Source: an optimization exercise on an open RTL-to-GDS flow (aim: small area and a short achievable clock period). Production flows keep margins and buffers that such runs may drop. Function was checked by simulation only, so behaviour that the tests miss may differ from the original. Power figures rest on the tool's default switching activity, not on a simulated workload.

<file path="flow/design.v">
module process(opcode,data,clk,rst,fout);
input [9:0]opcode;
input [4:0]data;
input clk,rst;
output [7:0]fout;
reg [3:0] fc;
reg sd, sh;
reg [2:0] d;
reg [7:0] qa;
reg [7:0] A, O, B;
reg [7:0] R1, R2, R3, R4;
reg dq;             
reg [2:0] dm;       
wire [3:0] op = opcode[9:6];
wire [2:0] so = opcode[5:3];
wire [7:0] r1n = (d == 3'd0) ? 8'b0 : (d == 3'd1) ? B : R1;
wire [7:0] an = sd ? {3'b000, data} : sh ? A : qa;
function [3:0] dstep;  
  input [2:0] m; input aj; input [3:0] D;
  reg q, b0, b1; reg [2:0] s;
  begin
    q = (m > D[3:1]) | ((m == D[3:1]) & (aj | ~D[0]));
    b0 = ~aj & D[0];
    b1 = (~m[0] & D[1]) | (~m[0] & b0) | (D[1] & b0);
    s = {m[1] ^ D[2] ^ b1, m[0] ^ D[1] ^ b0, aj ^ D[0]};
    dstep = {q, q ? s : {m[1:0], aj}};
  end
endfunction
wire [3:0] dn = an[3:0];
wire nq4 = (r1n[7:4] >= dn);
wire [2:0] nm4 = nq4 ? r1n[6:4] - dn[2:0] : r1n[6:4];
always @(posedge clk) begin
  case (op)
    4'd0:  fc <= 4'b0010;
    4'd1:  fc <= 4'b0000;
    4'd2:  fc <= 4'b0001;
    4'd3:  fc <= 4'b0100;
    4'd4:  fc <= 4'b0101;
    4'd5:  fc <= 4'b1000;
    4'd6:  fc <= 4'b1001;
    4'd7:  fc <= 4'b1010;
    4'd8:  fc <= 4'b1011;
    4'd9:  fc <= 4'b1100;
    4'd10: fc <= 4'b1101;
    4'd11: fc <= 4'b1111;
    4'd12: fc <= 4'b1110;
    default: ;
  endcase
  sd <= (so == 3'd5);
  sh <= so[2] & so[1];
  d  <= opcode[2:0];
  if (rst) qa <= 8'b0;
  else case (so)
    3'd1: qa <= R1;
    3'd2: qa <= R2;
    3'd3: qa <= R3;
    3'd4: qa <= R4;
    default: qa <= 8'b0;
  endcase
  A <= an;
  B <= O;
  case (d)
    3'd0: begin R1 <= 8'b0; R2 <= 8'b0; R3 <= 8'b0; R4 <= 8'b0; end
    3'd1: R1 <= B;
    3'd2: R2 <= B;
    3'd3: R3 <= B;
    3'd4: R4 <= B;
    default: ;
  endcase
  dq <= nq4;
  dm <= nm4;
end
wire [7:0] a = R1;
wire [7:0] b = A;
wire [3:0] db = b[3:0];
wire [3:0] v3 = {dm, a[3]};
wire [3:0] v2 = {dm[1:0], a[3:2]};
wire [3:0] v1 = {dm[0], a[3:1]};
wire [3:0] v0 = a[3:0];
wire [3:0] dx1 = {db[2:0], 1'b0};    
wire [3:0] dx2 = {db[1:0], 2'b0};
wire [3:0] dx4 = {db[0], 3'b0};
wire [3:0] dx3 = dx2 + dx1;
wire [3:0] dx5 = dx4 + dx1;
wire [3:0] dx6 = dx4 + dx2;
wire [3:0] dx7 = 4'd0 - dx1;
wire q3 = (v3 >= db);
wire c2a = (v2 >= db), c2b = (v2 - dx1 >= db);
wire q2 = q3 ? c2b : c2a;
wire c1a = (v1 >= db), c1b = (v1 - dx1 >= db), c1c = (v1 - dx2 >= db), c1d = (v1 - dx3 >= db);
wire q1 = q2 ? (q3 ? c1d : c1b) : (q3 ? c1c : c1a);
wire [7:0] c0 = {v0 - dx7 >= db, v0 - dx6 >= db, v0 - dx5 >= db, v0 - dx4 >= db,
                 v0 - dx3 >= db, v0 - dx2 >= db, v0 - dx1 >= db, v0 >= db};
wire q0 = c0[{q3, q2, q1}];
wire [4:0] q = {dq, q3, q2, q1, q0};
wire [7:0] prod = a * b;
wire [7:0] bx = b ^ {8{fc[0]}};
wire [7:0] sum = a + bx + {7'b0, fc[0]};
reg [7:0] lg, sh8, y;
always @* begin
  case (fc[1:0])
    2'd0: lg = ~a;
    2'd1: lg = a & b;
    2'd2: lg = a | b;
    default: lg = a ^ b;
  endcase
  case (fc[1:0])
    2'd0: sh8 = {b[6:0], 1'b0};
    2'd1: sh8 = {1'b0, b[7:1]};
    2'd2: sh8 = {b[6:0], b[7]};
    default: sh8 = {b[0], b[7:1]};
  endcase
  case (fc[3:2])
    2'd0: y = fc[1] ? 8'b0 : sum;
    2'd1: y = fc[0] ? {3'b000, q} : prod;
    2'd2: y = lg;
    default: y = sh8;
  endcase
end
always @(posedge clk) O <= y;
assign fout = O;
endmodule
</file>
<file path="flow/flow/run.sh">
#!/bin/bash
# Standard layout with two changes to how it is made:
# - adders are not mapped to the slow fa/ha cells, so abc can restructure
#   the arithmetic for speed;
# - the port buffers are plain buf_2 cells instead of the delay cells that
#   buffer_ports picks on its own.
set -euo pipefail
bash standard.sh ADDER_MAP_FILE= "BUFFER_PORTS_ARGS=-buffer_cell sky130_fd_sc_hd__buf_2" finish > standard.log 2>&1
</file>
<file path="flow/standard.sh">
#!/bin/bash
# synth_recipe.tcl (not shown) runs the flow's synth.tcl, then flattens the netlist and writes it again
# the make line also repeats each setting of config.mk as NAME=value (left out here)
make -C /OpenROAD-flow-scripts/flow DESIGN_CONFIG=/design/flow/config.mk WORK_HOME=/design/flow/orfs CLKGATE_MAP_FILE= SYNTH_SCRIPT=/design/flow/synth_recipe.tcl "${@:-finish}"
</file>
<file path="flow/config.mk">
export PLATFORM = sky130hd
export DESIGN_NAME = process
export DESIGN_NICKNAME = process
export VERILOG_FILES = /design/flow/design.v
export SDC_FILE = /design/flow/constraint.sdc
export NUM_CORES = 4
export LEC_CHECK = 0
export ABC_AREA = 1
export CAP_MARGIN = 20
export CORE_MARGIN = 2
export CORE_UTILIZATION = 65
export CTS_BUF_LIST = sky130_fd_sc_hd__clkbuf_4 sky130_fd_sc_hd__clkbuf_8
export SETUP_SLACK_MARGIN = 4.95
export SLEW_MARGIN = 20
</file>
<file path="flow/constraint.sdc">
create_clock -name core_clock -period 7.5 [get_ports {clk}]
set_input_delay 1.5000 -clock core_clock [delete_from_list [all_inputs] [get_ports {clk}]]
set_output_delay 1.5000 -clock core_clock [all_outputs]
set_load 0.01 [all_outputs]
</file>
==> results of run 1 <==
metrics by stage:
step                      utilization (%)  setup slack, ns  cell area (sq um)
after global routing                79.00            4.733               6789
final                               79.00            4.856               6789
after floorplan                         -            4.799               5674
after global placement              67.34            4.455               5787
after detailed placement            67.34            4.399               5787
after CTS                           71.87            4.951               6176
report_power, final:
part           total [uW]  leakage (uW)  switching, uW  internal [uW]
registers             538      0.000698           44.3            493
logic                 559       0.00245            362            197
clock network         276     0.0000849            156            121
synth_stat cells (5+ instances only):
cell	count
o21ai_0	44
nand3_2	6
clkbuf_1	9
a221oi_1	8
buf_4	7
inv_1	111
a21oi_1	28
nor2_1	100
edfxtp_1	37
o211ai_1	11
inv_2	8
dfxtp_1	40
nand3b_1	10
xor2_1	12
xnor2_1	9
nand3_1	75
nand4_1	5
nand2_2	10
nand2_1	267
sequential cells by signal, summed over array words and instances, names as in the netlist:
| name | flops |
|---|---|
| O | 8 |
| dm | 3 |
| sd | 1 |
| R2 | 8 |
| R1 | 8 |
| dq | 1 |
| d | 3 |
| B | 8 |
| sh | 1 |
| R4 | 8 |
| fc | 4 |
| R3 | 8 |
| A | 8 |
| qa | 8 |
cells by family (layout without fill, tap and decap cells):
family,Yosys count,count (layout),synth area share (%)
compound gates,130,130,14.52
xor+xnor,22,22,3.652
fa+ha+maj,5,5,0.9075
buf+inv,145,212,10.56
flops,77,77,33.82
simple gates,485,485,36.54
metal layers:
layer	up-vias	part of all wire, %	global-route usage [%]
li1	2948	-	-
met1	2770	37	40.14
met2	365	48	59.13
met3	107	9.6	6.835
met4	0	5.7	15.92
met5	-	0	0
worst max path at each step:
stage               endpoint  slack, ns  cells past startpoint
floorplan              dm[0]       4.80                     10
global placement        O[6]       4.46                     18
detailed placement      O[6]       4.40                     18
CTS                     O[7]       4.95                     17
global route            O[7]       4.73                     21
finish                  O[0]       4.86                     18
area by class of cell:
type	instances	area, sq um	area share (%)
multi-input combinational	642	3542	52.17
sequential	77	1927	28.38
timing repair buffer	74	534.3	7.870
inverter	121	469.2	6.911
tap	108	135.1	1.990
clock buffer	9	123.9	1.825
clock inverter	7	50.05	0.7372
timing repair inverter	1	7.507	0.1106
what timing repair did:
item | 4_1_cts | 5_1_grt
cloned | 0 | 1
setup buffers | 23 | 27
endpoints found under the setup margin | 12 | 12
gates resized for setup | 16 | 114
pin swaps | 0 | 36
hold buffers | 0 | 0
==> results_tabular.tex, run 1 <==
\begin{tabular}{lr}
\hline
Metric & Value \\
\hline
\multicolumn{2}{l}{\textbf{Outcome}} \\
\quad Status & timing/DRC/antenna clean \\
\multicolumn{2}{l}{\textbf{Global route}} \\
\quad Number of global-route vias before repair & 5520 \\
\quad First-pass GRT wire length & 25760 um \\
\quad Initial antenna violation count & 0 \\
\quad Maximum number of pins on one net before global-route repair & 20 \\
\quad Total Routing Usage GR & 33.91\% \\
\quad GR Overflow Total & 0 \\
\multicolumn{2}{l}{\textbf{Worst setup path}} \\
\quad Number of buffers and inverters on the critical path & 3 \\
\quad Worst r2r src & R1[2] \\
\quad Cell type of the slowest stage on the worst timing path & edfxtp\_1 \\
\quad Type of element capturing the critical path & flop \\
\quad Critical Path Max Stage Delay & 0.57 ns \\
\quad Data arrival time of the critical path & 2.88 ns \\
\quad Ordered cell list for the critical path & buf\_4 -> buf\_6 -> nand2\_4 -> clkinvlp\_4 -> xor2\_2 -> nor2\_1 -> o21ai\_1 -> nand2\_1 -> nand2\_1 -> nand2\_2 -> nand2\_4 -> nand2\_4 -> nand3\_1 -> nand3\_1 -> nand2\_1 -> nand2\_1 -> nand2\_1 -> nand4\_1 \\
\quad Top delay family on crit path & simple AND/OR/NAND/NOR gates \\
\quad Cell depth of the worst flop-to-flop path & 18 \\
\quad Beginning of the critical path & R1[2] \\
\quad Critical path data required time & 7.73 ns \\
\quad Worst-path maximum fanout & 7 \\
\quad Category of the critical setup timing path & reg -> reg \\
\quad Startpoint type of the worst setup path & flop \\
\quad Capture point of the worst reg-to-reg path & O[0] \\
\quad Internal reg-to-reg setup slack & 4.86 ns \\
\quad Most frequent cell on the critical path & nand2\_1 \\
\multicolumn{2}{l}{\textbf{Floorplanning}} \\
\quad Die Span X & 97.26 um \\
\quad Overall die height & 97.26 um \\
\quad Placeable core region & 8593 sq um \\
\quad Starting density of the core & 65.78\% \\
\quad Total Die Area & 9459 sq um \\
\quad Number of top-level design ports & 25 \\
\quad Row count & 34 \\
\multicolumn{2}{l}{\textbf{Pwr}} \\
\quad Leak pwr & 0.003229 uW \\
\quad Worst voltage drop across the vdd grid & 346.0 uV \\
\quad Total design power & $\sim$1400 uW \\
\quad Power per cell area & 202.3 nW/um\^{}2 \\
\multicolumn{2}{l}{\textbf{Routing}} \\
\quad Via-to-Cell Ratio & 5.958 \\
\quad 1st-iter DRT viols & 572 \\
\quad Total number of vias & 6190 \\
\quad Final wirelength & 17360 um \\
\quad Drt pass-1 iters & 7 \\
\quad Antenna-violating nets left & 0 \\
\quad DR WL/cell & 16.70 um \\
\quad Remaining routing DRC violations & 0 \\
\multicolumn{2}{l}{\textbf{Timing}} \\
\quad Upper clock frequency limit & 378.2 MHz \\
\quad Final critical-path share of the clock period & 35.25\% \\
\quad \# setup viols final & 0 \\
\quad Final count of hold timing violations & 0 \\
\quad Transition time at the pin with the least slew margin & 1.054 ns \\
\quad Final total negative setup slack & 0 ns \\
\quad Max transition margin & 29.16\% \\
\quad RSZ-0062 raised after global routing & yes \\
\quad Hold Slack & 0.3639 ns \\
\quad Worst clock skew on the final layout & 0.01394 ns \\
\quad Shortest clock period the worst path allows after layout & about 2.6 ns \\
\quad Number of slew-limit violations in the final report & 0 \\
\multicolumn{2}{l}{\textbf{Synthesis}} \\
\quad Synth area leader & edfxtp\_1 \\
\quad Area of the mapped netlist & 5653 sq um \\
\quad Portion of the post-synthesis area used by sequential elements & between 30\% and 40\% \\
\quad Count of flip-flops with a built-in enable after synthesis & 37 \\
\quad Dominant cells by area after synthesis & edfxtp\_1 20\%, nand2\_1 18\%, dfxtp\_1 14\% \\
\quad Distinct cells, synth & around 50 \\
\quad Synthesized netlist cell count & 864 \\
\quad Most common flop cell mapped by yosys & dfxtp\_1 \\
\quad Proportion of register bits with asynchronous set or reset after synthesis & 0\% \\
\quad Post-Synthesis Net Count & 881 \\
\quad Synthesis warning total & 1 \\
\quad Post-synthesis sequential element count & 77 \\
\quad Mean instance size in the synthesized netlist & 6.543 sq um \\
\quad Area share of the leading cell type in the synthesized netlist & just under 20\% \\
\multicolumn{2}{l}{\textbf{Hold path}} \\
\quad Hold Crit Depth & 0 \\
\quad End of the worst hold path & B[3] \\
\quad Start point of the worst hold path & O[3] \\
\quad Class of the tightest hold or removal check & reg -> reg \\
\multicolumn{2}{l}{\textbf{Cells and area}} \\
\quad Number of nets in the finished design & 943 \\
\quad Filler Cells Inserted & 638 \\
\quad Non-Filler Instances & 1039 \\
\quad Most used cells in the layout excluding fill and tap cells & 231 x nand2\_1, 100 x inv\_1, 89 x nor2\_1, 58 x nand3\_1, 41 x buf\_4 \\
\quad Ant. Diodes & 0 \\
\quad Area overhead of the layout relative to synthesis & 20.10\% \\
\quad Ratio of cells with drive above 1 in the final layout & between 20\% and 30\% \\
\quad Most common cell after layout, fill and taps aside & nand2\_1 \\
\multicolumn{2}{l}{\textbf{Placement}} \\
\quad Total placed cells including tap cells & slightly below 1000 \\
\quad PortBufs & 24 \\
\quad Gpl congestion & 1.004 \\
\quad HPWL reported at the end of detailed placement & 11450 um \\
\multicolumn{2}{l}{\textbf{Clock network}} \\
\quad CTS HTree Levels & 3 \\
\quad Clock Root Buffer & clkbuf\_8 \\
\quad TritonCTS clock tree & yes \\
\quad Clock transition at the register clock pins on the worst setup and hold paths after CTS & 0.09 ns \\
\quad TritonCTS Buffers & 9 \\
\quad Num Clock Sinks & 77 \\
\quad Worst-Skew Late Latency & 0.35 ns \\
\quad CTS Buffer Depth & 2 \\
\multicolumn{2}{l}{\textbf{Run}} \\
\quad \# Max-Cap Violations & 0 \\
\hline
\end{tabular}
==> inputs of run 2 (changes only) <==
--- a/flow/config.mk
+++ b/flow/config.mk
@@ -13,2 +13,3 @@
 export SETUP_SLACK_MARGIN = 4.95
 export SLEW_MARGIN = 20
+export TNS_END_PERCENT = 0
==> run 2 against run 1 <==
  * Hold slack worse by 0.0028 ns
  * Maximum frequency up 5.2%
  * First-iteration DRC count up 3.1%
  * Flip-flop and latch count unchanged
  * Non-clock buffer count up 1
  * Clock power up 28%
  * Utilization up 0.38 points
  * Wire length down 0.82%
  * Critical path depth unchanged
  * Register-to-register slack better by 0.13 ns
  * Power up 4.8%
  * Global-route usage up 0.75 points
==> results_tabular.tex, run 2 <==
\begin{tabular}{lr}
\hline
Metric & Value \\
\hline
\multicolumn{2}{l}{\textbf{Cells and area}} \\
\quad Ratio of cells with drive above 1 in the final layout & 23.61\% (was 23.95\%) \\
\quad Ant. Diodes & 0 (unchanged) \\
\quad Filler Cells Inserted & 623 (was 638) \\
\quad Most used cells in the layout excluding fill and tap cells & 226 x nand2\_1, 103 x inv\_1, 93 x nor2\_1, 59 x nand3\_1, 45 x buf\_4 (was 231 x nand2\_1, 100 x inv\_1, 89 x nor2\_1, 58 x nand3\_1, 41 x buf\_4) \\
\quad Non-Filler Instances & 1040 (was 1039) \\
\quad Most common cell after layout, fill and taps aside & nand2\_1 (unchanged) \\
\quad Area overhead of the layout relative to synthesis & 20.67\% (was 20.10\%) \\
\quad Number of nets in the finished design & 944 (was 943) \\
\multicolumn{2}{l}{\textbf{Global route}} \\
\quad Number of global-route vias before repair & 5691 (was 5520) \\
\quad Total Routing Usage GR & 34.66\% (was 33.91\%) \\
\quad Maximum number of pins on one net before global-route repair & 20 (unchanged) \\
\quad Initial antenna violation count & 1 (was 0) \\
\quad GR Overflow Total & 0 (unchanged) \\
\quad First-pass GRT wire length & 26500 um (was 25760 um) \\
\multicolumn{2}{l}{\textbf{Timing}} \\
\quad Final total negative setup slack & 0 ns (unchanged) \\
\quad Worst clock skew on the final layout & 0.01174 ns (was 0.01394 ns) \\
\quad Final critical-path share of the clock period & 33.52\% (was 35.25\%) \\
\quad Upper clock frequency limit & 397.7 MHz (was 378.2 MHz) \\
\quad RSZ-0062 raised after global routing & yes (unchanged) \\
\quad Shortest clock period the worst path allows after layout & 2.514 ns (was 2.644 ns) \\
\quad Transition time at the pin with the least slew margin & 1.119 ns (was 1.054 ns) \\
\quad \# setup viols final & 0 (unchanged) \\
\quad Final count of hold timing violations & 0 (unchanged) \\
\quad Number of slew-limit violations in the final report & 0 (unchanged) \\
\quad Max transition margin & 24.82\% (was 29.16\%) \\
\multicolumn{2}{l}{\textbf{Outcome}} \\
\quad Status & timing/DRC/antenna clean (unchanged) \\
\multicolumn{2}{l}{\textbf{Synthesis}} \\
\quad Dominant cells by area after synthesis & edfxtp\_1 20\%, nand2\_1 18\%, dfxtp\_1 14\% (unchanged) \\
\quad Area of the mapped netlist & 5653 sq um (unchanged) \\
\quad Count of flip-flops with a built-in enable after synthesis & 37 (unchanged) \\
\quad Distinct cells, synth & 51 (unchanged) \\
\quad Proportion of register bits with asynchronous set or reset after synthesis & 0\% (unchanged) \\
\quad Most common flop cell mapped by yosys & dfxtp\_1 (unchanged) \\
\quad Commonest cells in the synthesized netlist & 267 x nand2\_1, 111 x inv\_1, 100 x nor2\_1 (unchanged) \\
\quad Synthesis warning total & 1 (unchanged) \\
\quad Portion of the post-synthesis area used by sequential elements & 33.82\% (unchanged) \\
\quad Synthesized netlist cell count & 864 (unchanged) \\
\quad Mean instance size in the synthesized netlist & 6.543 sq um (unchanged) \\
\quad Most frequent cell after synthesis & nand2\_1 (unchanged) \\
\quad Synth area leader & edfxtp\_1 (unchanged) \\
\quad Post-Synthesis Net Count & 881 (unchanged) \\
\quad Post-synthesis sequential element count & 77 (unchanged) \\
\quad Area share of the leading cell type in the synthesized netlist & 19.65\% (unchanged) \\
\multicolumn{2}{l}{\textbf{Floorplanning}} \\
\quad Number of top-level design ports & 25 (unchanged) \\
\quad Die Span X & 97.26 um (unchanged) \\
\quad Starting density of the core & 65.78\% (unchanged) \\
\quad Row count & 34 (unchanged) \\
\quad Overall die height & 97.26 um (unchanged) \\
\quad Total Die Area & 9459 sq um (unchanged) \\
\quad Placeable core region & 8593 sq um (unchanged) \\
\multicolumn{2}{l}{\textbf{Worst setup path}} \\
\quad Type of element capturing the critical path & flop (unchanged) \\
\quad Ordered cell list for the critical path & clkinv\_4 -> nand2\_2 -> nand2\_1 -> nand2\_1 -> nand2\_1 -> or2\_1 -> nand2\_2 -> nand3\_2 -> nand2\_2 -> nand2\_1 -> nand2\_2 -> nand3\_2 -> nand2\_2 -> nand2\_1 -> nand2\_1 -> a21oi\_1 -> o21ai\_0 -> nand4\_1 (was buf\_4 -> buf\_6 -> nand2\_4 -> clkinvlp\_4 -> xor2\_2 -> nor2\_1 -> o21ai\_1 -> nand2\_1 -> nand2\_1 -> nand2\_2 -> nand2\_4 -> nand2\_4 -> nand3\_1 -> nand3\_1 -> nand2\_1 -> nand2\_1 -> nand2\_1 -> nand4\_1) \\
\quad Critical path data required time & 7.70 ns (was 7.73 ns) \\
\quad Capture point of the worst reg-to-reg path & O[6] (was O[0]) \\
\quad Worst-path maximum fanout & 7 (unchanged) \\
\quad Startpoint type of the worst setup path & flop (unchanged) \\
\quad Cell depth of the worst flop-to-flop path & 18 (unchanged) \\
\quad Data arrival time of the critical path & 2.72 ns (was 2.88 ns) \\
\quad Most frequent cell on the critical path & nand2\_1 (unchanged) \\
\quad Cell type of the slowest stage on the worst timing path & edfxtp\_1 (unchanged) \\
\quad Internal reg-to-reg setup slack & 4.99 ns (was 4.86 ns) \\
\quad Critical Path Max Stage Delay & 0.56 ns (was 0.57 ns) \\
\quad Category of the critical setup timing path & reg -> reg (unchanged) \\
\quad Worst r2r src & fc[0] (was R1[2]) \\
\multicolumn{2}{l}{\textbf{Routing}} \\
\quad 1st-iter DRT viols & 590 (was 572) \\
\quad Total number of vias & 6207 (was 6190) \\
\quad Via-to-Cell Ratio & 5.968 (was 5.958) \\
\quad Final wirelength & 17210 um (was 17360 um) \\
\quad Antenna-violating nets left & 0 (unchanged) \\
\quad Remaining routing DRC violations & 0 (unchanged) \\
\quad DR WL/cell & 16.55 um (was 16.70 um) \\
\quad Drt pass-1 iters & 6 (was 7) \\
\multicolumn{2}{l}{\textbf{Clock network}} \\
\quad Clock Root Buffer & clkbuf\_8 (unchanged) \\
\quad CTS Buffer Depth & 2 (unchanged) \\
\quad TritonCTS clock tree & yes (unchanged) \\
\quad Worst-Skew Late Latency & 0.36 ns (was 0.35 ns) \\
\quad TritonCTS Buffers & 9 (unchanged) \\
\quad Num Clock Sinks & 77 (unchanged) \\
\quad CTS HTree Levels & 3 (unchanged) \\
\quad Clock transition at the register clock pins on the worst setup and hold paths after CTS & 0.08 ns (was 0.09 ns) \\
\multicolumn{2}{l}{\textbf{Placement}} \\
\quad PortBufs & 24 (unchanged) \\
\quad Total placed cells including tap cells & 972 (unchanged) \\
\quad HPWL reported at the end of detailed placement & 11820 um (was 11450 um) \\
\quad Gpl congestion & 1.049 (was 1.004) \\
\multicolumn{2}{l}{\textbf{Hold path}} \\
\quad Hold Crit Depth & 0 (unchanged) \\
\quad End of the worst hold path & B[1] (was B[3]) \\
\quad Start point of the worst hold path & O[1] (was O[3]) \\
\quad Class of the tightest hold or removal check & reg -> reg (unchanged) \\
\multicolumn{2}{l}{\textbf{Pwr}} \\
\quad Leak pwr & 0.003296 uW (was 0.003229 uW) \\
\quad Power per cell area & 211.0 nW/um\^{}2 (was 202.3 nW/um\^{}2) \\
\quad Worst voltage drop across the vdd grid & 283.7 uV (was 346.0 uV) \\
\multicolumn{2}{l}{\textbf{Run}} \\
\quad \# Max-Cap Violations & 0 (unchanged) \\
\hline
\end{tabular}
## run 2: changes by cell type in the layout (fill, tap and decap cells not counted), sizes merged
| cell | delta |
|---|---|
| a21oi | +1 |
| clkinvlp | -4 |
| bufinv | +2 |
| buf | +3 |
| inv | +3 |
| clkinv | -4 |
## run 2: timing repair
item                                    CTS  global route
pin swaps                                 0            35
gates resized for setup                   9           115
cloned                                    0             1
hold endpoints to repair                  0             0
buffers inserted                         16            35
endpoints found under the setup margin   12            14
hold buffers                              0             0
## run 2: critical path: cells and delay by family (launching register included)
family | cells | cell delay [ns]
AOI/OAI and AO/OA | 2 | 0.14
buffers and inverters | 1 | 0.15
DFF | 1 | 0.56
and+or+nand+nor | 15 | 1.49
## run 2: logic make-up (layout without fill, tap and decap cells)
group | count (synthesis) | after routing | share of synthesized area [%]
AND/OR/NAND/NOR | 485 | 485 | 36.54
adder cells (fa/ha/maj) | 5 | 5 | 0.9075
flip-flops | 77 | 77 | 33.82
AO/OA/AOI/OAI | 130 | 131 | 14.52
XOR/XNOR | 22 | 22 | 3.652
buffers and inverters | 145 | 212 | 10.56
## run 2: how the worst max path moves through the flow
stage            start    end  slack [ns]  cells past startpoint
2_1_floorplan  data[1]  dm[0]        4.80                     10
3_3_place_gp     fc[0]   O[6]        4.43                     18
6_report         fc[0]   O[6]        4.99                     18
5_1_grt          R1[3]   O[6]        4.84                     18
3_5_place_dp     fc[0]   O[6]        4.40                     18
4_1_cts           d[0]  dm[0]        4.94                     13
## run 2: power by group
group	switching (uW)	internal, uW	leakage, uW
Clock	152	201	0.000118
Combinational	356	194	0.00248
Sequential	42.5	494	0.000699
## run 2: layout make-up
class                      instances  area, sq um  share of cell area (%)
timing repair buffer              75        525.5                   7.704
multi-input combinational        643         3542                   51.93
clock buffer                      11        145.1                   2.128
tap                              108        135.1                   1.981
sequential                        77         1928                   28.26
clock inverter                     5        81.33                   1.192
inverter                         121        464.2                   6.805
## run 2: stage by stage
step	power, uW	util (%)	hold slack [ns]	cell area, sq um	setup slack (ns)
3_5_place_dp	984.2	67.31	0.3388	5784	4.405
5_1_grt	1511	79.38	0.3716	6822	4.836
4_1_cts	1344	71.58	0.3589	6151	4.939
3_3_place_gp	970.5	67.31	0.3342	5784	4.434
2_1_floorplan	866.6	-	0.3817	5672	4.799
6_report	1439	79.38	0.3611	6822	4.986
## run 2: per-layer routing
metal,global-route usage [%],share of wire (%),up-vias
met5,0,0.076,-
met4,16.67,5.3,2
met3,5.612,8.2,89
met2,60.52,48,333
met1,41.69,38,2840
li1,-,-,2943
==> inputs of run 3 (changes only) <==
--- a/flow/config.mk
+++ b/flow/config.mk
@@ -9,7 +9,7 @@
 export CAP_MARGIN = 20
 export CORE_MARGIN = 2
-export CORE_UTILIZATION = 65
+export CORE_UTILIZATION = 75
 export CTS_BUF_LIST = sky130_fd_sc_hd__clkbuf_4 sky130_fd_sc_hd__clkbuf_8
-export SETUP_SLACK_MARGIN = 4.95
+export PLACE_DENSITY = 0.8
+export SETUP_SLACK_MARGIN = 4.5
 export SLEW_MARGIN = 20
-export TNS_END_PERCENT = 0
==> run 3 against run 2 <==
  * Critical endpoint is now dm[1]
  * Via count rose by 4.1%
  * Synthesized cell count did not move
  * Wire length up 9.7%
  * Still clean on timing, DRC and antenna
==> results_tabular.tex, run 3 <==
\begin{tabular}{lr}
\hline
Metric & Value \\
\hline
\multicolumn{2}{l}{\textbf{Global route}} \\
\quad Total Routing Usage GR & 44.06\% (was 34.66\%) \\
\quad Initial antenna violation count & 0 (was 1) \\
\quad First-pass GRT wire length & 29160 um (was 26500 um) \\
\quad GR Overflow Total & 0 (unchanged) \\
\quad Maximum number of pins on one net before global-route repair & 20 (unchanged) \\
\quad Number of global-route vias before repair & 6085 (was 5691) \\
\multicolumn{2}{l}{\textbf{Cells and area}} \\
\quad Area overhead of the layout relative to synthesis & 8.566\% (was 20.67\%) \\
\quad Most used cells in the layout excluding fill and tap cells & 266 x nand2\_1, 111 x inv\_1, 99 x nor2\_1, 75 x nand3\_1, 44 x o21ai\_0 (was 226 x nand2\_1, 103 x inv\_1, 93 x nor2\_1, 59 x nand3\_1, 45 x buf\_4) \\
\quad Most common cell after layout, fill and taps aside & nand2\_1 (unchanged) \\
\quad Filler Cells Inserted & 477 (was 623) \\
\quad Ratio of cells with drive above 1 in the final layout & 11.26\% (was 23.61\%) \\
\quad Final non-filler cell area & 6137 sq um (was 6822 sq um) \\
\quad Footprint of the multi-input gates & 3154 sq um (was 3542 sq um) \\
\quad Ant. Diodes & 0 (unchanged) \\
\quad Number of nets in the finished design & 909 (was 944) \\
\quad Area occupied by registers & 1916 sq um (was 1928 sq um) \\
\multicolumn{2}{l}{\textbf{Timing}} \\
\quad Upper clock frequency limit & 343.6 MHz (was 397.7 MHz) \\
\quad Final count of hold timing violations & 0 (unchanged) \\
\quad Max transition margin & 18.50\% (was 24.82\%) \\
\quad Final critical-path share of the clock period & 38.81\% (was 33.52\%) \\
\quad RSZ-0062 raised after global routing & yes (unchanged) \\
\quad Number of slew-limit violations in the final report & 0 (unchanged) \\
\quad \# setup viols final & 0 (unchanged) \\
\quad Shortest clock period the worst path allows after layout & 2.911 ns (was 2.514 ns) \\
\quad Final total negative setup slack & 0 ns (unchanged) \\
\quad Worst clock skew on the final layout & 0.01396 ns (was 0.01174 ns) \\
\quad Transition time at the pin with the least slew margin & 1.213 ns (was 1.119 ns) \\
\multicolumn{2}{l}{\textbf{Clock network}} \\
\quad Clock Root Buffer & clkbuf\_8 (unchanged) \\
\quad TritonCTS clock tree & yes (unchanged) \\
\quad Clock transition at the register clock pins on the worst setup and hold paths after CTS & 0.09 ns (was 0.08 ns) \\
\quad CTS Buffer Depth & 2 (unchanged) \\
\quad Number of buffers added to fix hold violations after cts & 0 (unchanged) \\
\quad CTS HTree Levels & 3 (unchanged) \\
\quad Worst-Skew Late Latency & 0.36 ns (about the same) \\
\quad TritonCTS Buffers & 9 (unchanged) \\
\quad Num Clock Sinks & 77 (unchanged) \\
\multicolumn{2}{l}{\textbf{Run}} \\
\quad \# Max-Cap Violations & 0 (unchanged) \\
\multicolumn{2}{l}{\textbf{Worst setup path}} \\
\quad Top delay family on crit path & simple AND/OR/NAND/NOR gates (unchanged) \\
\quad Type of element capturing the critical path & flop (unchanged) \\
\quad Startpoint type of the worst setup path & flop (unchanged) \\
\quad Cell type of the slowest stage on the worst timing path & dfxtp\_1 (was edfxtp\_1) \\
\quad Worst-path maximum fanout & 10 (was 7) \\
\quad Data arrival time of the critical path & 3.18 ns (was 2.72 ns) \\
\quad Critical Path Max Stage Delay & 0.39 ns (was 0.56 ns) \\
\quad Critical path data required time & 7.77 ns (was 7.70 ns) \\
\quad Internal reg-to-reg setup slack & 4.59 ns (was 4.99 ns) \\
\quad Ordered cell list for the critical path & nor2\_4 -> nand2\_1 -> nand2\_2 -> inv\_1 -> a21oi\_1 -> inv\_1 -> nand2\_1 -> nand3\_1 -> nand2\_1 -> nand3\_1 -> a31oi\_2 -> nand3\_1 -> o21ai\_0 (was clkinv\_4 -> nand2\_2 -> nand2\_1 -> nand2\_1 -> nand2\_1 -> or2\_1 -> nand2\_2 -> nand3\_2 -> nand2\_2 -> nand2\_1 -> nand2\_2 -> nand3\_2 -> nand2\_2 -> nand2\_1 -> nand2\_1 -> a21oi\_1 -> o21ai\_0 -> nand4\_1) \\
\quad Category of the critical setup timing path & reg -> reg (unchanged) \\
\quad Number of buffers and inverters on the critical path & 2 (was 1) \\
\multicolumn{2}{l}{\textbf{Routing}} \\
\quad Final wirelength & 18870 um (was 17210 um) \\
\quad M1 WL & 6375 um (was 6591 um) \\
\quad 1st-iter DRT viols & 961 (was 590) \\
\quad DR WL/cell & 18.95 um (was 16.55 um) \\
\quad Drt pass-1 iters & 7 (was 6) \\
\quad Met3 Routed Length & 2262 um (was 1406 um) \\
\quad Total number of vias & 6461 (was 6207) \\
\quad Uppermost metal layer occupied by signal nets & met4 (was met5) \\
\quad Antenna-violating nets left & 0 (unchanged) \\
\quad Met2 wire length & 8816 um (was 8293 um) \\
\quad Via-to-Cell Ratio & 6.487 (was 5.968) \\
\quad Remaining routing DRC violations & 0 (unchanged) \\
\multicolumn{2}{l}{\textbf{Placement}} \\
\quad Gpl congestion & 1.121 (was 1.049) \\
\quad PortBufs & 24 (unchanged) \\
\quad HPWL reported at the end of detailed placement & 12470 um (was 11820 um) \\
\quad Post-detailed-placement cell area & 5754 sq um (was 5784 sq um) \\
\multicolumn{2}{l}{\textbf{Floorplanning}} \\
\quad Placeable core region & 7292 sq um (was 8593 sq um) \\
\quad Overall die height & 90.82 um (was 97.26 um) \\
\quad Row count & 31 (was 34) \\
\quad Starting density of the core & 77.52\% (was 65.78\%) \\
\quad Total Die Area & 8247 sq um (was 9459 sq um) \\
\quad Die Span X & 90.82 um (was 97.26 um) \\
\quad Number of top-level design ports & 25 (unchanged) \\
\multicolumn{2}{l}{\textbf{Pwr}} \\
\quad Switching pwr & 550.4 uW (was 550.8 uW) \\
\quad Leak pwr & 0.003052 uW (was 0.003296 uW) \\
\quad Design internal power & 844.3 uW (was 888.4 uW) \\
\quad Proportion of power drawn by flip-flops and latches & 39.2\% (was 37.2\%) \\
\quad Share of power burned in combinational logic & 34.5\% (was 38.2\%) \\
\quad Switching Fraction & 39.46\% (was 38.27\%) \\
\quad Power per cell area & 227.2 nW/um\^{}2 (was 211.0 nW/um\^{}2) \\
\quad Worst voltage drop across the vdd grid & 302.2 uV (was 283.7 uV) \\
\quad Clock group share of total power & 26.4\% (was 24.5\%) \\
\multicolumn{2}{l}{\textbf{Synthesis}} \\
\quad Post-Synthesis Net Count & 881 (unchanged) \\
\quad Proportion of register bits with asynchronous set or reset after synthesis & 0\% (unchanged) \\
\quad Count of flip-flops with a built-in enable after synthesis & 37 (unchanged) \\
\quad Dominant cells by area after synthesis & edfxtp\_1 20\%, nand2\_1 18\%, dfxtp\_1 14\% (unchanged) \\
\quad Distinct cells, synth & 51 (unchanged) \\
\quad Synth area leader & edfxtp\_1 (unchanged) \\
\quad Area share of the leading cell type in the synthesized netlist & 19.65\% (unchanged) \\
\quad Commonest cells in the synthesized netlist & 267 x nand2\_1, 111 x inv\_1, 100 x nor2\_1 (unchanged) \\
\quad Portion of the post-synthesis area used by sequential elements & 33.82\% (unchanged) \\
\quad Mean instance size in the synthesized netlist & 6.543 sq um (unchanged) \\
\quad Post-synthesis sequential element count & 77 (unchanged) \\
\quad Most frequent cell after synthesis & nand2\_1 (unchanged) \\
\quad Synthesis warning total & 1 (unchanged) \\
\quad Most common flop cell mapped by yosys & dfxtp\_1 (unchanged) \\
\quad Synthesized netlist cell count & 864 (unchanged) \\
\quad Area of the mapped netlist & 5653 sq um (unchanged) \\
\multicolumn{2}{l}{\textbf{Hold path}} \\
\quad Class of the tightest hold or removal check & reg -> reg (unchanged) \\
\multicolumn{2}{l}{\textbf{Outcome}} \\
\quad Status & timing/DRC/antenna clean (unchanged) \\
\hline
\end{tabular}
-- run 3: cell type report --
cell class | count | share of cell area, %
clock buffer | 10 | 2.141
timing repair buffer | 41 | 4.241
sequential | 77 | 31.21
multi-input combinational | 642 | 51.40
inverter | 121 | 7.441
clock inverter | 6 | 1.549
tap | 99 | 2.018
-- run 3: per-stage QoR --
step | instances | hold slack [ns] | worst slack [ns] | power (uW) | utilization, %
after detailed placement | 963 | 0.3432 | 4.355 | 983.1 | 78.91
after global placement | 963 | 0.3345 | 4.486 | 959.5 | 78.91
after global routing | 996 | 0.3655 | 4.436 | 1438 | 84.16
final | 996 | 0.3671 | 4.589 | 1395 | 84.16
after CTS | 980 | 0.3625 | 4.507 | 1340 | 82.16
after floorplan | 864 | 0.3817 | 4.777 | 864.0 | -
-- run 3: power groups by stage --
stage / Combinational (uW) / Clock [uW] / Sequential, uW
after floorplan: 336 / 0 / 528
after global placement: 408 / 0 / 552
after detailed placement: 428 / 0 / 555
after CTS: 440 / 355 / 545
after global routing: 518 / 371 / 549
final: 481 / 368 / 547
-- run 3: final timing paths --
| check | from | end | cells past startpoint |
|---|---|---|---|
| setup / recovery | d[0] | dm[1] | 13 |
| hold / removal | O[7] | B[7] | 0 |
| setup reg to reg | d[0] | dm[1] | 13 |
| hold reg to reg | O[7] | B[7] | 0 |
-- run 3: per-layer routing --
metal	vias up	GRT usage (%)
met2	589	77.05
li1	2866	-
met3	168	6.093
met1	2838	51.83
met5	-	0
met4	0	25.00
-- run 3: timing repair --
action | in CTS | in global routing
gates resized for setup | 1 | 7
buffers inserted | 1 | 16
endpoints found under the setup margin | 7 | 9
gates cloned | 0 | 0
-- run 3: logic make-up (layout without fill, tap and decap cells) --
family / count (synthesis) / count (layout) / synth area share, %
and+or+nand+nor: 485 / 485 / 36.54
DFF: 77 / 77 / 33.82
buffers and inverters: 145 / 178 / 10.56
xor gates and xnor gates: 22 / 22 / 3.652
adders and majority gates: 5 / 5 / 0.9075
AOI/OAI and AO/OA: 130 / 130 / 14.52
==> inputs of run 4 (changes only) <==
--- a/flow/config.mk
+++ b/flow/config.mk
@@ -9,7 +9,6 @@
 export CAP_MARGIN = 20
 export CORE_MARGIN = 2
-export CORE_UTILIZATION = 75
+export CORE_UTILIZATION = 65
 export CTS_BUF_LIST = sky130_fd_sc_hd__clkbuf_4 sky130_fd_sc_hd__clkbuf_8
-export PLACE_DENSITY = 0.8
 export SETUP_SLACK_MARGIN = 4.5
 export SLEW_MARGIN = 20
==> run 4 against run 3 <==
  * Still clean on timing, DRC and antenna
  * Sequential power is 1% lower
  * Cell count is 0.20% higher
  * Global-route usage is 10 points lower
  * Critical path depth is 4 higher
  * Hold slack worse by 0.010 ns
  * Area after synthesis stayed put
  * Power is 5.7% lower
  * Design area is 1.3% lower
==> results_tabular.tex, run 4 <==
\begin{tabular}{lr}
\hline
Metric & Value \\
\hline
\multicolumn{2}{l}{\textbf{Outcome}} \\
\quad Status & timing/DRC/antenna clean (unchanged) \\
\multicolumn{2}{l}{\textbf{Floorplanning}} \\
\quad Row count & 34 (was 31) \\
\quad Die Span X & 97.26 um (was 90.82 um) \\
\quad Overall die height & 97.26 um (was 90.82 um) \\
\quad Starting density of the core & 65.78\% (was 77.52\%) \\
\quad Number of top-level design ports & 25 (unchanged) \\
\quad Placeable core region & 8593 sq um (was 7292 sq um) \\
\quad Total Die Area & 9459 sq um (was 8247 sq um) \\
\multicolumn{2}{l}{\textbf{Cells and area}} \\
\quad Ant. Diodes & 0 (unchanged) \\
\quad Filler Cells Inserted & 743 (was 477) \\
\quad Area overhead of the layout relative to synthesis & 7.105\% (was 8.566\%) \\
\quad Number of nets in the finished design & 902 (was 909) \\
\quad Most used cells in the layout excluding fill and tap cells & 267 x nand2\_1, 111 x inv\_1, 99 x nor2\_1, 75 x nand3\_1, 44 x o21ai\_0 (was 266 x nand2\_1, 111 x inv\_1, 99 x nor2\_1, 75 x nand3\_1, 44 x o21ai\_0) \\
\quad Ratio of cells with drive above 1 in the final layout & 10.45\% (was 11.26\%) \\
\quad Non-Filler Instances & 998 (was 996) \\
\quad Most common cell after layout, fill and taps aside & nand2\_1 (unchanged) \\
\multicolumn{2}{l}{\textbf{Synthesis}} \\
\quad Post-Synthesis Net Count & 881 (unchanged) \\
\quad Most frequent cell after synthesis & nand2\_1 (unchanged) \\
\quad Proportion of register bits with asynchronous set or reset after synthesis & 0\% (unchanged) \\
\quad Synthesis warning total & 1 (unchanged) \\
\quad Synth area leader & edfxtp\_1 (unchanged) \\
\quad Dominant cells by area after synthesis & edfxtp\_1 20\%, nand2\_1 18\%, dfxtp\_1 14\% (unchanged) \\
\quad Commonest cells in the synthesized netlist & 267 x nand2\_1, 111 x inv\_1, 100 x nor2\_1 (unchanged) \\
\quad Post-synthesis sequential element count & 77 (unchanged) \\
\quad Count of flip-flops with a built-in enable after synthesis & 37 (unchanged) \\
\quad Portion of the post-synthesis area used by sequential elements & 33.82\% (unchanged) \\
\quad Synthesized netlist cell count & 864 (unchanged) \\
\quad Mean instance size in the synthesized netlist & 6.543 sq um (unchanged) \\
\quad Most common flop cell mapped by yosys & dfxtp\_1 (unchanged) \\
\quad Area share of the leading cell type in the synthesized netlist & 19.65\% (unchanged) \\
\quad Area of the mapped netlist & 5653 sq um (unchanged) \\
\quad Distinct cells, synth & 51 (unchanged) \\
\multicolumn{2}{l}{\textbf{Clock network}} \\
\quad CTS HTree Levels & 3 (unchanged) \\
\quad TritonCTS clock tree & yes (unchanged) \\
\quad Num Clock Sinks & 77 (unchanged) \\
\quad Number of buffers added to fix hold violations after cts & 0 (unchanged) \\
\quad CTS Buffer Depth & 2 (unchanged) \\
\quad Clock transition at the register clock pins on the worst setup and hold paths after CTS & 0.08 ns (was 0.09 ns) \\
\quad Worst-Skew Late Latency & 0.35 ns (was 0.36 ns) \\
\quad TritonCTS Buffers & 9 (unchanged) \\
\quad Clock Root Buffer & clkbuf\_8 (unchanged) \\
\multicolumn{2}{l}{\textbf{Worst setup path}} \\
\quad Type of element capturing the critical path & flop (unchanged) \\
\quad Cell type of the slowest stage on the worst timing path & dfxtp\_1 (unchanged) \\
\quad Most frequent cell on the critical path & nand3\_1 \\
\quad Critical Path Max Stage Delay & 0.74 ns (was 0.39 ns) \\
\quad Number of buffers and inverters on the critical path & 4 (was 2) \\
\quad Data arrival time of the critical path & 3.06 ns (was 3.18 ns) \\
\quad Worst-path maximum fanout & 15 (was 10) \\
\quad Internal reg-to-reg setup slack & 4.65 ns (was 4.59 ns) \\
\quad Critical path data required time & 7.71 ns (was 7.77 ns) \\
\quad Top delay family on crit path & simple AND/OR/NAND/NOR gates (unchanged) \\
\quad Startpoint type of the worst setup path & flop (unchanged) \\
\quad Ordered cell list for the critical path & inv\_2 -> o21ai\_0 -> inv\_1 -> nor2\_1 -> inv\_1 -> nor2\_2 -> nand3\_1 -> nand3\_1 -> nand2\_1 -> inv\_1 -> nand4\_2 -> nand2\_1 -> nand3\_1 -> nand2\_1 -> nand2\_1 -> nand3\_1 -> nand3\_1 (was nor2\_4 -> nand2\_1 -> nand2\_2 -> inv\_1 -> a21oi\_1 -> inv\_1 -> nand2\_1 -> nand3\_1 -> nand2\_1 -> nand3\_1 -> a31oi\_2 -> nand3\_1 -> o21ai\_0) \\
\quad Category of the critical setup timing path & reg -> reg (unchanged) \\
\multicolumn{2}{l}{\textbf{Routing}} \\
\quad Uppermost metal layer occupied by signal nets & met4 (unchanged) \\
\quad 1st-iter DRT viols & 470 (was 961) \\
\quad Drt pass-1 iters & 8 (was 7) \\
\quad Via-to-Cell Ratio & 5.874 (was 6.487) \\
\quad Total number of vias & 5862 (was 6461) \\
\quad M1 WL & 6289 um (was 6375 um) \\
\quad Remaining routing DRC violations & 0 (unchanged) \\
\quad Met2 wire length & 7592 um (was 8816 um) \\
\quad Met3 Routed Length & 1210 um (was 2262 um) \\
\quad DR WL/cell & 15.88 um (was 18.95 um) \\
\quad Antenna-violating nets left & 0 (unchanged) \\
\quad Final wirelength & 15850 um (was 18870 um) \\
\multicolumn{2}{l}{\textbf{Placement}} \\
\quad HPWL reported at the end of detailed placement & 11770 um (was 12470 um) \\
\quad Gpl congestion & 1.051 (was 1.121) \\
\quad PortBufs & 24 (unchanged) \\
\quad Total placed cells including tap cells & 972 (was 963) \\
\multicolumn{2}{l}{\textbf{Pwr}} \\
\quad Power per cell area & 217.3 nW/um\^{}2 (was 227.2 nW/um\^{}2) \\
\quad Worst voltage drop across the vdd grid & 254.0 uV (was 302.2 uV) \\
\quad Leak pwr & 0.002993 uW (was 0.003052 uW) \\
\multicolumn{2}{l}{\textbf{Global route}} \\
\quad First-pass GRT wire length & 25720 um (was 29160 um) \\
\quad Total Routing Usage GR & 33.59\% (was 44.06\%) \\
\quad Initial antenna violation count & 0 (unchanged) \\
\quad Maximum number of pins on one net before global-route repair & 20 (unchanged) \\
\quad Number of global-route vias before repair & 5474 (was 6085) \\
\quad GR Overflow Total & 0 (unchanged) \\
\multicolumn{2}{l}{\textbf{Timing}} \\
\quad Final critical-path share of the clock period & 38.06\% (was 38.81\%) \\
\quad Max transition margin & 24.92\% (was 18.50\%) \\
\quad Number of slew-limit violations in the final report & 0 (unchanged) \\
\quad RSZ-0062 raised after global routing & yes (unchanged) \\
\quad Transition time at the pin with the least slew margin & 1.118 ns (was 1.213 ns) \\
\quad Shortest clock period the worst path allows after layout & 2.854 ns (was 2.911 ns) \\
\quad \# setup viols final & 0 (unchanged) \\
\quad Upper clock frequency limit & 350.4 MHz (was 343.6 MHz) \\
\quad Worst clock skew on the final layout & 0.01047 ns (was 0.01396 ns) \\
\quad Final total negative setup slack & 0 ns (unchanged) \\
\quad Final count of hold timing violations & 0 (unchanged) \\
\multicolumn{2}{l}{\textbf{Hold path}} \\
\quad Class of the tightest hold or removal check & reg -> reg (unchanged) \\
\multicolumn{2}{l}{\textbf{Run}} \\
\quad \# Max-Cap Violations & 0 (unchanged) \\
\hline
\end{tabular}
[run 4: cell counts after synthesis]
Identical to the previous run, type by type.
[run 4: repair_timing]
item | in CTS | in global routing
resized for setup | 1 | 4
buffers inserted | 1 | 9
setup endpoints to repair | 6 | 9
[run 4: logic make-up (layout without fill, tap and decap cells)]
group	count (synthesis)	after routing	share of synthesized area (%)
AO/OA/AOI/OAI	130	130	14.52
XOR/XNOR	22	22	3.652
adder cells (fa/ha/maj)	5	5	0.9075
buffers and inverters	145	171	10.56
flip-flops	77	77	33.82
AND/OR/NAND/NOR	485	485	36.54
[run 4: power by group]
| part | total, uW | internal [uW] | leakage [uW] | switching, uW |
|---|---|---|---|---|
| Sequential | 541 | 494 | 0.000697 | 46.9 |
| Clock | 320 | 160 | 0.0000965 | 161 |
| Combinational | 455 | 151 | 0.00220 | 304 |
[run 4: layer usage]
layer  global-route usage [%]  up-vias
li1                         -     2855
met1                    40.35     2680
met2                    57.85      255
met3                    6.043       72
met4                    16.99        0
met5                        0        -
[run 4: layout make-up]
class                           instances  area [sq um]  share of cell area, %
Multi-Input combinational cell        642          3152                  52.06
Timing Repair Buffer                   34         195.2                  3.224
Inverter                              121         454.2                  7.502
Clock inverter                          6         71.32                  1.178
Sequential cell                        77          1916                  31.64
Tap cell                              108         135.1                  2.232
Clock buffer                           10         131.4                  2.170
[run 4: path summary, 6_finish.rpt]
check             cells after the start  startpoint   end
setup reg to reg                     17        A[0]  O[7]
hold / removal                        0        O[3]  B[3]
setup / recovery                     17        A[0]  O[7]
hold reg to reg                       0        O[3]  B[3]
[run 4: stage by stage]
stage / setup slack (ns) / hold WS (ns) / power [uW] / util (%) / instance area (sq um)
2_1_floorplan: 4.777 / 0.3817 / 864.0 / - / 5653
3_3_place_gp: 4.453 / 0.3334 / 963.7 / 67.09 / 5766
3_5_place_dp: 4.416 / 0.3360 / 978.9 / 67.09 / 5766
4_1_cts: 4.613 / 0.3564 / 1297 / 69.57 / 5978
5_1_grt: 4.401 / 0.3596 / 1393 / 70.46 / 6055
6_report: 4.646 / 0.3567 / 1316 / 70.46 / 6055
==> inputs of run 5 (changes only) <==
--- a/flow/config.mk
+++ b/flow/config.mk
@@ -11,4 +11,5 @@
 export CORE_UTILIZATION = 65
 export CTS_BUF_LIST = sky130_fd_sc_hd__clkbuf_4 sky130_fd_sc_hd__clkbuf_8
-export SETUP_SLACK_MARGIN = 4.5
+export SETUP_SLACK_MARGIN = 4.8
 export SLEW_MARGIN = 20
+export TNS_END_PERCENT = 0
==> run 5 against run 4 <==
  * Still clean
  * Clock skew is 0.0014 ns higher
  * Utilization is 3.0 points higher
  * Hold slack better by 0.0034 ns
  * First-iteration DRC count is 17% higher
  * Power is 4.3% higher
  * Area after synthesis stayed put
  * Cell count is 1.4% higher
  * Sequential power hardly changed
  * Critical endpoint is now O[6]
==> results_tabular.tex, run 5 <==
\begin{tabular}{lr}
\hline
Metric & Value \\
\hline
\multicolumn{2}{l}{\textbf{Worst setup path}} \\
\quad Internal reg-to-reg setup slack & 4.91 ns (was 4.65 ns) \\
\quad Critical path data required time & 7.70 ns (was 7.71 ns) \\
\quad Cell type of the slowest stage on the worst timing path & edfxtp\_1 (was dfxtp\_1) \\
\quad Worst r2r src & fc[0] (was A[0]) \\
\quad Worst-path maximum fanout & 18 (was 15) \\
\quad Data arrival time of the critical path & 2.79 ns (was 3.06 ns) \\
\quad Critical Path Max Stage Delay & 0.55 ns (was 0.74 ns) \\
\quad Ordered cell list for the critical path & inv\_4 -> nand2\_1 -> nand2\_2 -> nand2\_1 -> or2\_1 -> nand2\_2 -> nand3\_2 -> nand2\_2 -> nand2\_1 -> nand2\_2 -> nand3\_2 -> nand2\_2 -> nand2\_1 -> nand2\_1 -> a21oi\_1 -> o21ai\_0 -> nand4\_1 (was inv\_2 -> o21ai\_0 -> inv\_1 -> nor2\_1 -> inv\_1 -> nor2\_2 -> nand3\_1 -> nand3\_1 -> nand2\_1 -> inv\_1 -> nand4\_2 -> nand2\_1 -> nand3\_1 -> nand2\_1 -> nand2\_1 -> nand3\_1 -> nand3\_1) \\
\quad Category of the critical setup timing path & reg -> reg (unchanged) \\
\quad Cell depth of the worst flop-to-flop path & 17 (unchanged) \\
\quad Startpoint type of the worst setup path & flop (unchanged) \\
\quad Type of element capturing the critical path & flop (unchanged) \\
\quad Capture point of the worst reg-to-reg path & O[6] (was O[7]) \\
\multicolumn{2}{l}{\textbf{Global route}} \\
\quad Initial antenna violation count & 0 (unchanged) \\
\quad Number of global-route vias before repair & 5645 (was 5474) \\
\quad First-pass GRT wire length & 25940 um (was 25720 um) \\
\quad GR Overflow Total & 0 (unchanged) \\
\quad Maximum number of pins on one net before global-route repair & 20 (unchanged) \\
\quad Total Routing Usage GR & 33.85\% (was 33.59\%) \\
\multicolumn{2}{l}{\textbf{Floorplanning}} \\
\quad Row count & 34 (unchanged) \\
\quad Die Span X & 97.26 um (unchanged) \\
\quad Total Die Area & 9459 sq um (unchanged) \\
\quad Placeable core region & 8593 sq um (unchanged) \\
\quad Overall die height & 97.26 um (unchanged) \\
\quad Starting density of the core & 65.78\% (unchanged) \\
\quad Number of top-level design ports & 25 (unchanged) \\
\multicolumn{2}{l}{\textbf{Timing}} \\
\quad RSZ-0062 raised after global routing & yes (unchanged) \\
\quad Final count of hold timing violations & 0 (unchanged) \\
\quad Upper clock frequency limit & 386.1 MHz (was 350.4 MHz) \\
\quad Hold Slack & 0.3601 ns (was 0.3567 ns) \\
\quad \# setup viols final & 0 (unchanged) \\
\quad Transition time at the pin with the least slew margin & 1.084 ns (was 1.118 ns) \\
\quad Final critical-path share of the clock period & 34.53\% (was 38.06\%) \\
\quad Shortest clock period the worst path allows after layout & 2.590 ns (was 2.854 ns) \\
\quad Number of slew-limit violations in the final report & 0 (unchanged) \\
\quad Final total negative setup slack & 0 ns (unchanged) \\
\quad Max transition margin & 27.15\% (was 24.92\%) \\
\quad Worst clock skew on the final layout & 0.01190 ns (was 0.01047 ns) \\
\multicolumn{2}{l}{\textbf{Routing}} \\
\quad Via-to-Cell Ratio & 5.831 (was 5.874) \\
\quad Antenna-violating nets left & 0 (unchanged) \\
\quad Drt pass-1 iters & 6 (was 8) \\
\quad Final wirelength & 16060 um (was 15850 um) \\
\quad 1st-iter DRT viols & 549 (was 470) \\
\quad DR WL/cell & 15.87 um (was 15.88 um) \\
\quad Total number of vias & 5901 (was 5862) \\
\quad Remaining routing DRC violations & 0 (unchanged) \\
\multicolumn{2}{l}{\textbf{Clock network}} \\
\quad Num Clock Sinks & 77 (unchanged) \\
\quad Clock Root Buffer & clkbuf\_8 (unchanged) \\
\quad Clock transition at the register clock pins on the worst setup and hold paths after CTS & 0.08 ns (about the same) \\
\quad TritonCTS Buffers & 9 (unchanged) \\
\quad TritonCTS clock tree & yes (unchanged) \\
\quad CTS Buffer Depth & 2 (unchanged) \\
\quad Worst-Skew Late Latency & 0.35 ns (about the same) \\
\quad Number of buffers added to fix hold violations after cts & 0 (unchanged) \\
\quad CTS HTree Levels & 3 (unchanged) \\
\multicolumn{2}{l}{\textbf{Synthesis}} \\
\quad Synth Area in Simple Gates & 36.54\% (unchanged) \\
\quad Area of the mapped netlist & 5653 sq um (unchanged) \\
\quad Portion of the post-synthesis area used by sequential elements & 33.82\% (unchanged) \\
\quad Post-Synthesis Net Count & 881 (unchanged) \\
\quad Synth area leader & edfxtp\_1 (unchanged) \\
\quad Adder-cell share of the synthesized area & 0.9075\% (unchanged) \\
\quad Synth Area in Compound Gates & 14.52\% (unchanged) \\
\quad Count of flip-flops with a built-in enable after synthesis & 37 (unchanged) \\
\quad Mean instance size in the synthesized netlist & 6.543 sq um (unchanged) \\
\quad Synthesis warning total & 1 (unchanged) \\
\quad Most common flop cell mapped by yosys & dfxtp\_1 (unchanged) \\
\quad Most frequent cell after synthesis & nand2\_1 (unchanged) \\
\quad Main combinational cell family by area after synthesis & simple AND/OR/NAND/NOR gates (unchanged) \\
\quad Synthesized netlist cell count & 864 (unchanged) \\
\quad Mux share of post-synthesis cell area & 0\% (unchanged) \\
\quad Commonest cells in the synthesized netlist & 267 x nand2\_1, 111 x inv\_1, 100 x nor2\_1 (unchanged) \\
\quad Proportion of register bits with asynchronous set or reset after synthesis & 0\% (unchanged) \\
\quad Post-synthesis sequential element count & 77 (unchanged) \\
\quad Fraction of synthesized cell area in xor and xnor cells & 3.652\% (unchanged) \\
\quad Distinct cells, synth & 51 (unchanged) \\
\quad Dominant cells by area after synthesis & edfxtp\_1 20\%, nand2\_1 18\%, dfxtp\_1 14\% (unchanged) \\
\quad Area share of the leading cell type in the synthesized netlist & 19.65\% (unchanged) \\
\multicolumn{2}{l}{\textbf{Outcome}} \\
\quad Status & timing/DRC/antenna clean (unchanged) \\
\multicolumn{2}{l}{\textbf{Cells and area}} \\
\quad Most used cells in the layout excluding fill and tap cells & 251 x nand2\_1, 109 x inv\_1, 99 x nor2\_1, 73 x nand3\_1, 42 x o21ai\_0 (was 267 x nand2\_1, 111 x inv\_1, 99 x nor2\_1, 75 x nand3\_1, 44 x o21ai\_0) \\
\quad Ratio of cells with drive above 1 in the final layout & 14.93\% (was 10.45\%) \\
\quad Final non-filler cell area & 6316 sq um (was 6055 sq um) \\
\quad Area overhead of the layout relative to synthesis & 11.73\% (was 7.105\%) \\
\quad Most common cell after layout, fill and taps aside & nand2\_1 (unchanged) \\
\quad Number of nets in the finished design & 916 (was 902) \\
\quad Ant. Diodes & 0 (unchanged) \\
\multicolumn{2}{l}{\textbf{Hold path}} \\
\quad Class of the tightest hold or removal check & reg -> reg (unchanged) \\
\quad Hold Crit Depth & 0 (unchanged) \\
\quad Start point of the worst hold path & O[1] (was O[3]) \\
\quad End of the worst hold path & B[1] (was B[3]) \\
\multicolumn{2}{l}{\textbf{Run}} \\
\quad \# Max-Cap Violations & 0 (unchanged) \\
\multicolumn{2}{l}{\textbf{Placement}} \\
\quad Gpl congestion & 1.049 (was 1.051) \\
\quad PortBufs & 24 (unchanged) \\
\quad Post-detailed-placement cell area & 5784 sq um (was 5766 sq um) \\
\quad HPWL reported at the end of detailed placement & 11820 um (was 11770 um) \\
\multicolumn{2}{l}{\textbf{Pwr}} \\
\quad Power per cell area & 217.3 nW/um\^{}2 (about the same) \\
\quad Worst voltage drop across the vdd grid & 231.4 uV (was 254.0 uV) \\
\quad Leak pwr & 0.003095 uW (was 0.002993 uW) \\
\hline
\end{tabular}
## run 5: kinds of logic after synthesis
family,Yosys count
AO/OA/AOI/OAI,130
adder cells (fa/ha/maj),5
AND/OR/NAND/NOR,485
buffers and inverters,145
XOR/XNOR,22
flip-flops,77
## run 5: repair_timing
item                                    4_1_cts  5_1_grt
endpoints found under the setup margin       11       11
pin swaps                                     0        8
buffers inserted                              1       23
resized for setup                             3       41
## run 5: metrics by stage
stage	utilization [%]	total power [uW]	setup slack, ns	instances
6_report	73.50	1373	4.910	1012
5_1_grt	73.50	1449	4.720	1012
3_3_place_gp	67.31	970.5	4.434	972
3_5_place_dp	67.31	984.2	4.405	972
2_1_floorplan	-	866.6	4.799	864
4_1_cts	70.14	1335	4.651	989
## run 5: worst max-delay path by stage
stage,from,endpoint,slack (ns),cells after the start
2_1_floorplan,data[1],dm[0],4.80,10
3_3_place_gp,fc[0],O[6],4.43,18
3_5_place_dp,fc[0],O[6],4.40,18
4_1_cts,R1[2],O[7],4.65,21
5_1_grt,fc[0],O[6],4.72,17
6_report,fc[0],O[6],4.91,17
## run 5: critical path: cells and delay by family, from the launching register on
| family | cells | cell delay, ns |
|---|---|---|
| AOI/OAI and AO/OA | 2 | 0.15 |
| buffers and inverters | 1 | 0.25 |
| DFF | 1 | 0.55 |
| and+or+nand+nor | 14 | 1.51 |
## run 5: power breakdown
group          switching (uW)  internal, uW
clock network             152           201
logic                     317           163
registers                45.9           494
## run 5: area by class of cell
cell class | count | area (sq um)
multi-input cells | 642 | 3256
fillers | 735 | 2277
flip-flops and latches | 77 | 1924
inverters | 121 | 462.9
repair buffers | 48 | 311.5
clock buffers | 11 | 145.1
well taps | 108 | 135.1
clock inverters | 5 | 81.33
## run 5: metal layers
layer  vias up  part of all wire [%]  GRT usage, %  wire length (um)
met4         0                   4.2         17.20               675
met3        61                   6.8         5.683              1099
met1      2683                    40         39.69              6397
li1       2890                     -             -                 -
met5         -                     0             0                 0
met2       267                    49         59.67              7885
==> inputs of run 6 (changes only) <==
--- a/flow/config.mk
+++ b/flow/config.mk
@@ -13,3 +13,2 @@
 export SETUP_SLACK_MARGIN = 4.8
 export SLEW_MARGIN = 20
-export TNS_END_PERCENT = 0
==> run 6 against run 5 <==
  * Die area unchanged
  * First-iteration DRC count is 12% lower
  * Clock power about the same
  * Sequential power about the same
  * Register-to-register slack improved by 0.06 ns
  * Maximum frequency is 2.3% higher
  * Critical path depth increased by 2
  * Clock skew decreased by 0.0030 ns
  * Design area shrank 0.44%
  * Via count up 0.76%
  * Highest routed layer unchanged
  * Synthesized cell count unchanged
  * Largest power group unchanged
  * Combinational power hardly changed
==> results_tabular.tex, run 6 <==
\begin{tabular}{lr}
\hline
Metric & Value \\
\hline
\multicolumn{2}{l}{\textbf{Floorplanning}} \\
\quad Die Span X & 97.26 um (unchanged) \\
\quad Total Die Area & 9459 sq um (unchanged) \\
\quad Row count & 34 (unchanged) \\
\quad Starting density of the core & 65.78\% (unchanged) \\
\quad Number of top-level design ports & 25 (unchanged) \\
\quad Overall die height & 97.26 um (unchanged) \\
\multicolumn{2}{l}{\textbf{Placement}} \\
\quad Gpl congestion & 1.049 (unchanged) \\
\quad HPWL reported at the end of detailed placement & 11820 um (unchanged) \\
\quad PortBufs & 24 (unchanged) \\
\quad Post-detailed-placement cell area & 5784 sq um (unchanged) \\
\multicolumn{2}{l}{\textbf{Timing}} \\
\quad Final count of hold timing violations & 0 (unchanged) \\
\quad Shortest clock period the worst path allows after layout & 2.532 ns (was 2.590 ns) \\
\quad Transition time at the pin with the least slew margin & 1.103 ns (was 1.084 ns) \\
\quad Final critical-path share of the clock period & 33.76\% (was 34.53\%) \\
\quad \# setup viols final & 0 (unchanged) \\
\quad Worst clock skew on the final layout & 0.008916 ns (was 0.01190 ns) \\
\quad Max transition margin & 25.88\% (was 27.15\%) \\
\quad Final total negative setup slack & 0 ns (unchanged) \\
\quad RSZ-0062 raised after global routing & yes (unchanged) \\
\quad Upper clock frequency limit & 394.9 MHz (was 386.1 MHz) \\
\multicolumn{2}{l}{\textbf{Clock network}} \\
\quad TritonCTS clock tree & yes (unchanged) \\
\quad TritonCTS Buffers & 9 (unchanged) \\
\quad Clock Root Buffer & clkbuf\_8 (unchanged) \\
\quad CTS Buffer Depth & 2 (unchanged) \\
\quad Worst-Skew Late Latency & 0.35 ns (about the same) \\
\quad Clock transition at the register clock pins on the worst setup and hold paths after CTS & 0.08 ns (about the same) \\
\quad CTS HTree Levels & 3 (unchanged) \\
\multicolumn{2}{l}{\textbf{Worst setup path}} \\
\quad Critical path data required time & 7.71 ns (was 7.70 ns) \\
\quad Worst-path maximum fanout & 7 (was 18) \\
\quad Beginning of the critical path & R1[3] (was fc[0]) \\
\quad Category of the critical setup timing path & reg -> reg (unchanged) \\
\quad Internal reg-to-reg setup slack & 4.97 ns (was 4.91 ns) \\
\quad Cell depth of the worst flop-to-flop path & 19 (was 17) \\
\quad Data arrival time of the critical path & 2.74 ns (was 2.79 ns) \\
\quad Startpoint type of the worst setup path & flop (unchanged) \\
\multicolumn{2}{l}{\textbf{Cells and area}} \\
\quad Filler Cells Inserted & 740 (was 735) \\
\quad Number of nets in the finished design & 917 (was 916) \\
\quad Ratio of cells with drive above 1 in the final layout & 13.70\% (was 14.93\%) \\
\quad Final non-filler cell area & 6289 sq um (was 6316 sq um) \\
\quad Ant. Diodes & 0 (unchanged) \\
\multicolumn{2}{l}{\textbf{Synthesis}} \\
\quad Synth area leader & edfxtp\_1 (unchanged) \\
\quad Post-Synthesis Net Count & 881 (unchanged) \\
\quad Post-synthesis sequential element count & 77 (unchanged) \\
\quad Distinct cells, synth & 51 (unchanged) \\
\quad Most common flop cell mapped by yosys & dfxtp\_1 (unchanged) \\
\quad Dominant cells by area after synthesis & edfxtp\_1 20\%, nand2\_1 18\%, dfxtp\_1 14\% (unchanged) \\
\quad Most frequent cell after synthesis & nand2\_1 (unchanged) \\
\quad Count of flip-flops with a built-in enable after synthesis & 37 (unchanged) \\
\quad Synthesis warning total & 1 (unchanged) \\
\quad Area share of the leading cell type in the synthesized netlist & 19.65\% (unchanged) \\
\multicolumn{2}{l}{\textbf{Pwr}} \\
\quad Switching pwr & 515.4 uW (was 514.4 uW) \\
\quad Clock group share of total power & 25.7\% (about the same) \\
\quad Leak pwr & 0.003099 uW (was 0.003095 uW) \\
\quad Proportion of power drawn by flip-flops and latches & 39.1\% (was 39.3\%) \\
\quad Switching Fraction & 37.56\% (was 37.48\%) \\
\quad Design internal power & 856.6 uW (was 858.2 uW) \\
\multicolumn{2}{l}{\textbf{Routing}} \\
\quad Final wirelength & 16050 um (was 16060 um) \\
\quad Antenna-violating nets left & 0 (unchanged) \\
\quad Remaining routing DRC violations & 0 (unchanged) \\
\quad Drt pass-1 iters & 5 (was 6) \\
\quad 1st-iter DRT viols & 482 (was 549) \\
\quad DR WL/cell & 15.84 um (was 15.87 um) \\
\multicolumn{2}{l}{\textbf{Global route}} \\
\quad Maximum number of pins on one net before global-route repair & 20 (unchanged) \\
\quad Number of global-route vias before repair & 5650 (was 5645) \\
\quad Initial antenna violation count & 1 (was 0) \\
\quad First-pass GRT wire length & 26100 um (was 25940 um) \\
\quad GR Overflow Total & 0 (unchanged) \\
\multicolumn{2}{l}{\textbf{Hold path}} \\
\quad Class of the tightest hold or removal check & reg -> reg (unchanged) \\
\quad Hold Crit Depth & 0 (unchanged) \\
\multicolumn{2}{l}{\textbf{Outcome}} \\
\quad Status & timing/DRC/antenna clean (unchanged) \\
\multicolumn{2}{l}{\textbf{Run}} \\
\quad \# Max-Cap Violations & 0 (unchanged) \\
\hline
\end{tabular}
## run 6: power groups by stage
stage / clock, uW / combinational [uW] / sequential (uW)
2_1_floorplan: 0 / 339 / 528
3_3_place_gp: 0 / 418 / 553
3_5_place_dp: 0 / 431 / 553
4_1_cts: 355 / 441 / 542
5_1_grt: 370 / 532 / 543
6_report: 353 / 483 / 536
## run 6: cells by family (layout without fill, tap and decap cells)
group / after synthesis / after routing / share of synthesized area (%)
adder cells (fa/ha/maj): 5 / 5 / 0.9075
XOR/XNOR: 22 / 22 / 3.652
flip-flops: 77 / 77 / 33.82
AND/OR/NAND/NOR: 485 / 485 / 36.54
AO/OA/AOI/OAI: 130 / 131 / 14.52
buffers and inverters: 145 / 185 / 10.56
## run 6: critical path, cell delays in order (launching register included)
cell and delay, ns:
edfxtp_1 0.53, buf_4 0.22, nand2_2 0.14, inv_1 0.06, nand2_1 0.09, nand2_1 0.07
nand2_1 0.08, nand2_1 0.07, nand2_2 0.10, nand3_1 0.12, nand3_1 0.12, nand2_1 0.07
inv_1 0.08, nand4_2 0.10, nand2_1 0.10, nand2_1 0.08, nand2_1 0.06, nand2_1 0.04
nand3_1 0.08, nand4_1 0.15
## run 6: per-layer routing
layer / vias up / routed length, um / track usage [%]
li1: 2893 / - / -
met1: 2716 / 6354 / 40.22
met2: 272 / 7748 / 59.78
met3: 65 / 1287 / 6.619
met4: 0 / 657 / 16.77
met5: - / 0 / 0
## run 6: final timing paths
kind | end
worst max-delay path | O[6]
worst min register to register | B[2]
worst max register to register | O[6]
worst min-delay path | B[2]
## run 6: final cells by class
type | count | share of cell area (%)
Timing Repair Buffer | 48 | 4.895
Clock buffer | 11 | 2.308
Sequential cell | 77 | 30.60
Tap cell | 108 | 2.149
Clock inverter | 5 | 1.293
Multi-Input combinational cell | 643 | 51.37
Inverter | 121 | 7.382
## run 6: through the flow
| step | utilization (%) | worst slack [ns] | hold WS, ns | cells |
|---|---|---|---|---|
| CTS | 70.54 | 4.754 | 0.3589 | 993 |
| detailed placement | 67.31 | 4.405 | 0.3388 | 972 |
| global route | 73.18 | 4.738 | 0.3713 | 1013 |
| finish | 73.18 | 4.968 | 0.3622 | 1013 |
| global placement | 67.31 | 4.434 | 0.3342 | 972 |
| floorplan | - | 4.799 | 0.3817 | 864 |
## run 6: what timing repair did
action | 4_1_cts | 5_1_grt
endpoints found under the hold margin | 0 | 0
setup endpoints to repair | 11 | 11
buffers inserted | 5 | 19
cloned | 0 | 1
pin swaps | 0 | 7
resized for setup | 6 | 25
